Source: an optimization exercise on an open RTL-to-GDS flow (aim: small area, a short achievable clock period and few clock cycles). Production flows keep margins and buffers that such runs may drop. Function was checked by simulation only, so behaviour that the tests miss may differ from the original.

<file path="run.sh">
#!/bin/bash
# synth_recipe.tcl (not shown) runs the flow's synth.tcl, then flattens the netlist and writes it again
# the make line also repeats each setting of config.mk as NAME=value (left out here)
make -C /OpenROAD-flow-scripts/flow DESIGN_CONFIG=/design/flow/config.mk WORK_HOME=/design/flow/orfs CLKGATE_MAP_FILE= SYNTH_SCRIPT=/design/flow/synth_recipe.tcl finish
</file>
<file path="config.mk">
export PLATFORM = sky130hd
export DESIGN_NAME = md5
export DESIGN_NICKNAME = md5
export VERILOG_FILES = /design/flow/design.v
export SDC_FILE = /design/flow/constraint.sdc
export NUM_CORES = 4
export LEC_CHECK = 0
export CAP_MARGIN = 20
export CORE_MARGIN = 2
export CORE_UTILIZATION = 30
export SLEW_MARGIN = 20
</file>
<file path="constraint.sdc">
create_clock -name core_clock -period 11.0 [get_ports {PCLK_IN}]
set_input_delay 2.2000 -clock core_clock [delete_from_list [all_inputs] [get_ports {PCLK_IN}]]
set_output_delay 2.2000 -clock core_clock [all_outputs]
set_load 0.01 [all_outputs]
</file>
<file path="design.v">
module rodadas(
	input logic [31:0] a, b, c, d, x, s, t,
	input logic [1:0] e,
	output logic [31:0] output_A
  );
	logic [31:0] aa;
	always_comb
		case(e)
			2'b00: begin
				aa = ((a + (((b) & (c)) | ((~b) & (d))) + x + t) << s) | ((a + (((b) & (c)) | ((~b) & (d))) + x + t) >> (6'd32 - s));
			end
			2'b01: begin
				aa = ((a + (((b) & (d)) | ((c) & (~d))) + x + t) << s) | ((a + (((b) & (d)) | ((c) & (~d))) + x + t) >> (6'd32 - s));
			end
			2'b10: begin
				aa = ((a + ((b) ^ (c) ^ (d)) + x + t) << s) | ((a + ((b) ^ (c) ^ (d)) + x + t) >> (6'd32 - s));
			end
			default: begin
				aa = ((a + ((c) ^ ((b) | (~d))) + x + t) << s) | ((a + ((c) ^ ((b) | (~d))) + x + t) >> (6'd32 - s));
			end
		endcase
	assign output_A = aa + b;
endmodule
module md5(
	input  logic  PCLK_IN,            
	input  logic  PRESETn_IN,         
	input  logic  PSEL_IN,            
	input  logic  PENABLE_IN,         
	input  logic  PWRITE_IN,          
	input  logic  [04:0] PADDR_IN,    
	input  logic  [31:0] PWDATA_IN,   
	output logic  [31:0] PRDATA_OUT,  
	output logic  PREADY_OUT
);
	logic [2:0] APB;
	localparam logic [2:0] IDLE = 3'd0;
	localparam logic [2:0] SETUP = 3'd1;
	localparam logic [2:0] ACCESS = 3'd2;
	logic [31:0]PRDATA[19:0];   
	logic [31:0]S[15:0];		    
	logic [31:0]T[63:0];		    
	logic [31:0] XX, SS, TT, RR,
		     MA, MB, MC, MD;
	logic [01:0] EE;
	logic [0:03]j;      
	logic [0:03]k;      
	logic [0:01]c;      
	logic [0:31]CONS;   
	rodadas rod(
		 .a(MA), .b(MB), .c(MC), .d(MD),
		 .x(XX), .s(SS), .t(TT), .e(EE),
		 .output_A(RR)
	);
	function automatic [31:0] changeEndian;
		input [31:0] value;
		changeEndian = {value[7:0], value[15:8], value[23:16], value[31:24]};
	endfunction
	always @(negedge PRESETn_IN or posedge PCLK_IN) begin
		if (!PRESETn_IN) begin
	S[4'd00] <= 32'd07;
	S[4'd01] <= 32'd12;
	S[4'd02] <= 32'd17;
	S[4'd03] <= 32'd22;
	S[4'd04] <= 32'd05;
	S[4'd05] <= 32'd09;
	S[4'd06] <= 32'd14;
	S[4'd07] <= 32'd20;
	S[4'd08] <= 32'd04;
	S[4'd09] <= 32'd11;
	S[4'd10] <= 32'd16;
	S[4'd11] <= 32'd23;
	S[4'd12] <= 32'd06;
	S[4'd13] <= 32'd10;
	S[4'd14] <= 32'd15;
	S[4'd15] <= 32'd21;
	T[6'd00] <= 32'hd76aa478;
	T[6'd01] <= 32'he8c7b756;
	T[6'd02] <= 32'h242070db;
	T[6'd03] <= 32'hc1bdceee;
	T[6'd04] <= 32'hf57c0faf;
	T[6'd05] <= 32'h4787c62a;
	T[6'd06] <= 32'ha8304613;
	T[6'd07] <= 32'hfd469501;
	T[6'd08] <= 32'h698098d8;
	T[6'd09] <= 32'h8b44f7af;
	T[6'd10] <= 32'hffff5bb1;
	T[6'd11] <= 32'h895cd7be;
	T[6'd12] <= 32'h6b901122;
	T[6'd13] <= 32'hfd987193;
	T[6'd14] <= 32'ha679438e;
	T[6'd15] <= 32'h49b40821;
	T[6'd16] <= 32'hf61e2562;
	T[6'd17] <= 32'hc040b340;
	T[6'd18] <= 32'h265e5a51;
	T[6'd19] <= 32'he9b6c7aa;
	T[6'd20] <= 32'hd62f105d;
	T[6'd21] <= 32'h02441453;
	T[6'd22] <= 32'hd8a1e681;
	T[6'd23] <= 32'he7d3fbc8;
	T[6'd24] <= 32'h21e1cde6;
	T[6'd25] <= 32'hc33707d6;
	T[6'd26] <= 32'hf4d50d87;
	T[6'd27] <= 32'h455a14ed;
	T[6'd28] <= 32'ha9e3e905;
	T[6'd29] <= 32'hfcefa3f8;
	T[6'd30] <= 32'h676f02d9;
	T[6'd31] <= 32'h8d2a4c8a;
	T[6'd32] <= 32'hfffa3942;
	T[6'd33] <= 32'h8771f681;
	T[6'd34] <= 32'h6d9d6122;
	T[6'd35] <= 32'hfde5380c;
	T[6'd36] <= 32'ha4beea44;
	T[6'd37] <= 32'h4bdecfa9;
	T[6'd38] <= 32'hf6bb4b60;
	T[6'd39] <= 32'hbebfbc70;
	T[6'd40] <= 32'h289b7ec6;
	T[6'd41] <= 32'heaa127fa;
	T[6'd42] <= 32'hd4ef3085;
	T[6'd43] <= 32'h04881d05;
	T[6'd44] <= 32'hd9d4d039;
	T[6'd45] <= 32'he6db99e5;
	T[6'd46] <= 32'h1fa27cf8;
	T[6'd47] <= 32'hc4ac5665;
	T[6'd48] <= 32'hf4292244;
	T[6'd49] <= 32'h432aff97;
	T[6'd50] <= 32'hab9423a7;
	T[6'd51] <= 32'hfc93a039;
	T[6'd52] <= 32'h655b59c3;
	T[6'd53] <= 32'h8f0ccc92;
	T[6'd54] <= 32'hffeff47d;
	T[6'd55] <= 32'h85845dd1;
	T[6'd56] <= 32'h6fa87e4f;
	T[6'd57] <= 32'hfe2ce6e0;
	T[6'd58] <= 32'ha3014314;
	T[6'd59] <= 32'h4e0811a1;
	T[6'd60] <= 32'hf7537e82;
	T[6'd61] <= 32'hbd3af235;
	T[6'd62] <= 32'h2ad7d2bb;
	T[6'd63] <= 32'heb86d391;
			for(int i = 0; i <= 15; i++) PRDATA[i] <= 32'h0;
			PRDATA[5'h10] <= 32'h67452301;
			PRDATA[5'h11] <= 32'hefcdab89;
			PRDATA[5'h12] <= 32'h98badcfe;
			PRDATA[5'h13] <= 32'h10325476;
			j <= 4'b0;
			k <= 4'b0;
			c <= 2'b0;
			CONS <= 32'b0;
			PREADY_OUT <= 1'd0;
			APB <= IDLE;
		end
		else begin
			case (APB)
				IDLE : begin
					if (PSEL_IN && !PENABLE_IN)
						APB <= SETUP;
				end
				SETUP : begin
					if (PSEL_IN) begin
						if(PENABLE_IN) begin
							APB <= ACCESS;
							j <= 4'b0;
							k <= 4'b0;
							c <= 2'b0;
							CONS <= 32'b0;
							PREADY_OUT <= 1'd0;
						end
						else
							if (PWRITE_IN) begin
								if(PADDR_IN <= 5'h0f)
									PRDATA[PADDR_IN] <= PWDATA_IN;
							end
							else
								if(PADDR_IN <= 5'h0f)
									PRDATA_OUT <= PRDATA[PADDR_IN];
								else if(PADDR_IN <= 5'h13)
									PRDATA_OUT <= changeEndian(PRDATA[PADDR_IN]);
								else
									PRDATA_OUT <= 32'h0;
					end
				end
				ACCESS : begin
					if(CONS <= 64) begin
						if(CONS == 0) begin
							MA <= PRDATA[5'h10];
							MB <= PRDATA[5'h11];
							MC <= PRDATA[5'h12];
							MD <= PRDATA[5'h13];
						end
						else begin
							MA <= MD;
							MD <= MC;
							MC <= MB;
							MB <= RR;
						end
						XX <= changeEndian(PRDATA[k]);
						SS <= S[j];
						TT <= T[CONS[26:31]];
						EE <= c;
						if((CONS <= 11) && (j == 4'd3 )) j <= 4'd0;
						else if((CONS <= 27) && (j == 4'd07 )) j <= 4'd04;
						else if((CONS <= 43) && (j == 4'd11 )) j <= 4'd08;
						else if((CONS <= 59) && (j == 4'd15 )) j <= 4'd12;
						else j <= j + 1'b1;
						if(CONS < 15) k <= k + 1'b1;
						else if(CONS == 15) begin
							k <= 4'd1;
							c <= c + 1'b1;
						end
						else if(CONS <= 30) k <= k + 4'b0101;
						else if(CONS == 31) begin
							k <= 4'd5;
							c <= c + 1'b1;
						end
						else if(CONS <= 46) k <= k + 4'b0011;
						else if(CONS == 47) begin
							k <= 4'd0;
							c <= c + 1'b1;
						end
						else if(CONS <= 63) k <= k + 4'b0111;
						else k <= 0;
						CONS <= CONS + 32'b1;
						PRDATA_OUT <= 32'b1;
					end
					else begin
						PRDATA[5'h10] <= PRDATA[5'h10] + MA;
						PRDATA[5'h11] <= PRDATA[5'h11] + MB;
						PRDATA[5'h12] <= PRDATA[5'h12] + MC;
						PRDATA[5'h13] <= PRDATA[5'h13] + MD;
						CONS <= CONS + 32'b1;
						PREADY_OUT <= 1'd1;
						APB <= SETUP;
					end
				end
				default : APB <= IDLE;
			endcase
		end
	end
endmodule
</file>
==> run summary <==
-- registers in the layout (all words and copies together) (netlist names) --
signal / cells
PRDATA: 640
CONS: 32
MA: 32
MB: 32
MC: 32
MD: 32
PRDATA_OUT: 32
TT: 32
XX: 32
SS: 5
j: 4
k: 4
APB: 2
EE: 2
c: 2
PREADY_OUT: 1
-- metrics by stage --
stage,instances,hold WS (ns)
final,12100,0.479
after global routing,12100,0.504
after CTS,12100,0.478
after detailed placement,11900,0.469
after global placement,11900,0.455
after floorplan,8666,0.435
-- tightest hold or removal path, cell delays in order, from the launching register on --
cell     delay [ns]
dfstp_2        0.39
nand2_1        0.05
nand2_1        0.04
-- final timing paths --
kind / endpoint / cells past startpoint / startpoint
min in group asynchronous: PRDATA[3][7] / 1 / PRESETn_IN
max reg2reg: MB[31] / 35 / XX[12]
min: PRDATA[19][20] / 2 / PRDATA[19][20]
max: MB[31] / 35 / XX[12]
min reg2reg: PRDATA[19][20] / 2 / PRDATA[19][20]
max in group asynchronous: PRDATA[18][29] / 4 / PRESETn_IN
-- layout by cell type (no fill, tap or decap), types with 50 or more instances in the layout --
cell type and count:
o21ai_0 544, fa_1 160, nand2_1 717, ha_1 291
o21a_1 63, dfrtp_1 619, buf_4 365, a21o_1 139
clkdlybuf4s50_1 72, and2_1 56, xor2_1 166, and3_1 72
nor2b_1 50, mux2i_1 259, nor2_1 643, a221oi_1 122
a31oi_1 87, a21oi_1 645, o211ai_1 71, inv_1 375
mux2_2 677, clkbuf_16 91, mux4_2 61, nand4_1 113
nand2b_1 84, dfstp_2 64, o22ai_1 63, edfxtp_1 231
xnor2_1 229, a22o_1 114, a22oi_1 266, a211oi_1 134
nor3_1 111, nand3_1 148
-- area by class of cell --
type / count / area, µm²
Clock buffer: 128 / 2540
Fill cell: 26500 / 172000
Clock inverter: 39 / 513
Inverter: 382 / 1440
Tap cell: 3402 / 4260
Antenna cell: 31 / 77.6
Timing Repair Buffer: 449 / 3650
Multi-Input combinational cell: 6758 / 50600
Sequential cell: 916 / 24200
-- logic make-up after synthesis --
logic type / count (synthesis) / synth area share
buffers and inverters: 992 / 0.0478
AO/OA/AOI/OAI: 2704 / 0.231
multiplexers: 997 / 0.149
flip-flops: 916 / 0.310
XOR/XNOR: 405 / 0.0455
adder cells (fa/ha/maj): 453 / 0.0881
AND/OR/NAND/NOR: 2199 / 0.129
-- per-layer routing --
metal  track usage  vias up  routed length, µm
li1              -    32100                  -
met1         0.369    37700             156000
met2         0.444     4908             172000
met3        0.0586     1345              38400
met4         0.184       34              30500
met5             0        -                248
==> impl_metrics.env <==
export IMPL_ys_top_cells_by_count="nand2_1 (730), mux2_2 (677), nor2_1 (663), a21oi_1 (648), dfrtp_1 (621)"
export IMPL_gp_congestion=1.03
export IMPL_hold_violations=0
export IMPL_synth_async_reset_ratio=0.748
export IMPL_grt_pass1_wl_um=556000
export IMPL_ys_seq_area_frac=0.310
export IMPL_post_cts_setup_buffers=0
export IMPL_die_w_um=514
export IMPL_grt_pass1_vias=73300
export IMPL_dp_hpwl_um=294000
export IMPL_initial_core_util=0.301
export IMPL_wl_per_cell_um=32.8
export IMPL_grt_max_degree=191
export IMPL_crit_family="compound AO/OA/AOI/OAI gates"
export IMPL_drc_errors=0
export IMPL_crit_slowest_cell="xnor2_1"
export IMPL_critPathCaptureType="register"
export IMPL_drive_gt1_frac=0.167
export IMPL_fin_skew_ns=0.0777
export IMPL_cp_start_kind="register"
export IMPL_io_pins=75
export IMPL_numPortBuffers=74
export IMPL_cts_buffers=90
export IMPL_cts_hold_buffers_added=0
export IMPL_hold_class="reg2reg"
export IMPL_rows=187
export IMPL_vias=76100
export IMPL_r2r_slack_ns=0.35
export IMPL_fin_util=0.337
export IMPL_h_tree_depth=3
export IMPL_drv_slew=0
export IMPL_worstMarginPinSlew_ns=1.35
export IMPL_cts_sinks=916
export IMPL_path_clk_slew_ns=0.06
export IMPL_outcome="finished clean"
export IMPL_fin_ws_ns=0.349
export IMPL_fin_crit_sh=0.968
export IMPL_min_period_ns=10.65
export IMPL_dp_slack_ns=0.476
export IMPL_timing_critical_path_buf_inv=5
export IMPL_synth_cell_types=87
export IMPL_cp_arrival_ns=11.08
export IMPL_yosysMostFrequentCell="nand2_1"
export IMPL_antenna_found_initial=37
export IMPL_drv_cap=0
export IMPL_fp_coreArea_um2=259000
export IMPL_required_ns=11.43
export IMPL_ant_nets=0
export IMPL_grt_ovfl_total=0
export IMPL_synth_edf_count=231
export IMPL_nNetsFinal=9092
export IMPL_synth_cells=8666
export IMPL_clk_path_buf_depth=3
export IMPL_netlist_top_cells_area="dfrtp_1 (20%), mux2_2 (9.8%), edfxtp_1 (8.9%)"
export IMPL_ys_ff_latch=916
export IMPL_cts_resized=0
export IMPL_cp_max_fo=7
export IMPL_routed_wl_um=397000
export IMPL_finish_instance_area_um2=87200
export IMPL_die_h_um=514
export IMPL_placed_area_um2=84100
export IMPL_area_growth_pct=11.9
export IMPL_track_usage=0.289
export IMPL_synth_nets=9161
export IMPL_drt_iter0_drc=10500
export IMPL_synth_area_leader_cell="dfrtp_1"
export IMPL_setup_viol=0
export IMPL_cpPeakStageDelay_ns=0.60
export IMPL_slew_headroom=0.0926
export IMPL_die_area_um2=264000
export IMPL_max_freq_mhz=93.9
export IMPL_cts_tree="done"
export IMPL_timing_setup_tns_ns=0
export IMPL_synth_top_area_frac=0.199
export IMPL_syn_mean_instance_area_um2=9.00
export IMPL_yosys_warnings=5
export IMPL_rsz0062_at_grt="false"
export IMPL_avgViaCountPerCell=6.29
export IMPL_syn_area_um2=78000
export IMPL_path_common_cell="a21oi_1"
export IMPL_root_buffer="clkbuf_16"
export IMPL_synth_flop_cell="dfrtp_1"
export IMPL_path_class="reg2reg"
export IMPL_insertion_delay_ns=0.75
export IMPL_firstDrtPassIters=9
Testbench counts, summed over its fixed seeds: cycles 8,352.

afterwards: timing with drivers on the ports:
In the flow no input, the clock included, has a driving cell. The finished layout below was timed again as built, in two steps.
Step 1 assumes that a clkbuf_16 drives the clock port and a buf_2 every other input.
Step 2 adds t to the input delays and takes it off the output delays; t is the mean of the earliest and latest rising clock arrival at the registers after step 1. Input paths then give back, and output paths get back, about the clock's delay inside the block.
Three values: ideal, step 1, step 2; two values: the first two.
t (ns): 0.787
setup slack, ns: 0.349 / 0.349 / 0.349
worst hold slack (ns): 0.479 / 0.479 / 0.479
slew at the worst register clock pin (ns): 0.08 / 0.08
After both steps setup and hold are still met in this run. For this run, drivers alone change the setup slack by 0.000 ns; drivers and shift together by 0.000 ns.
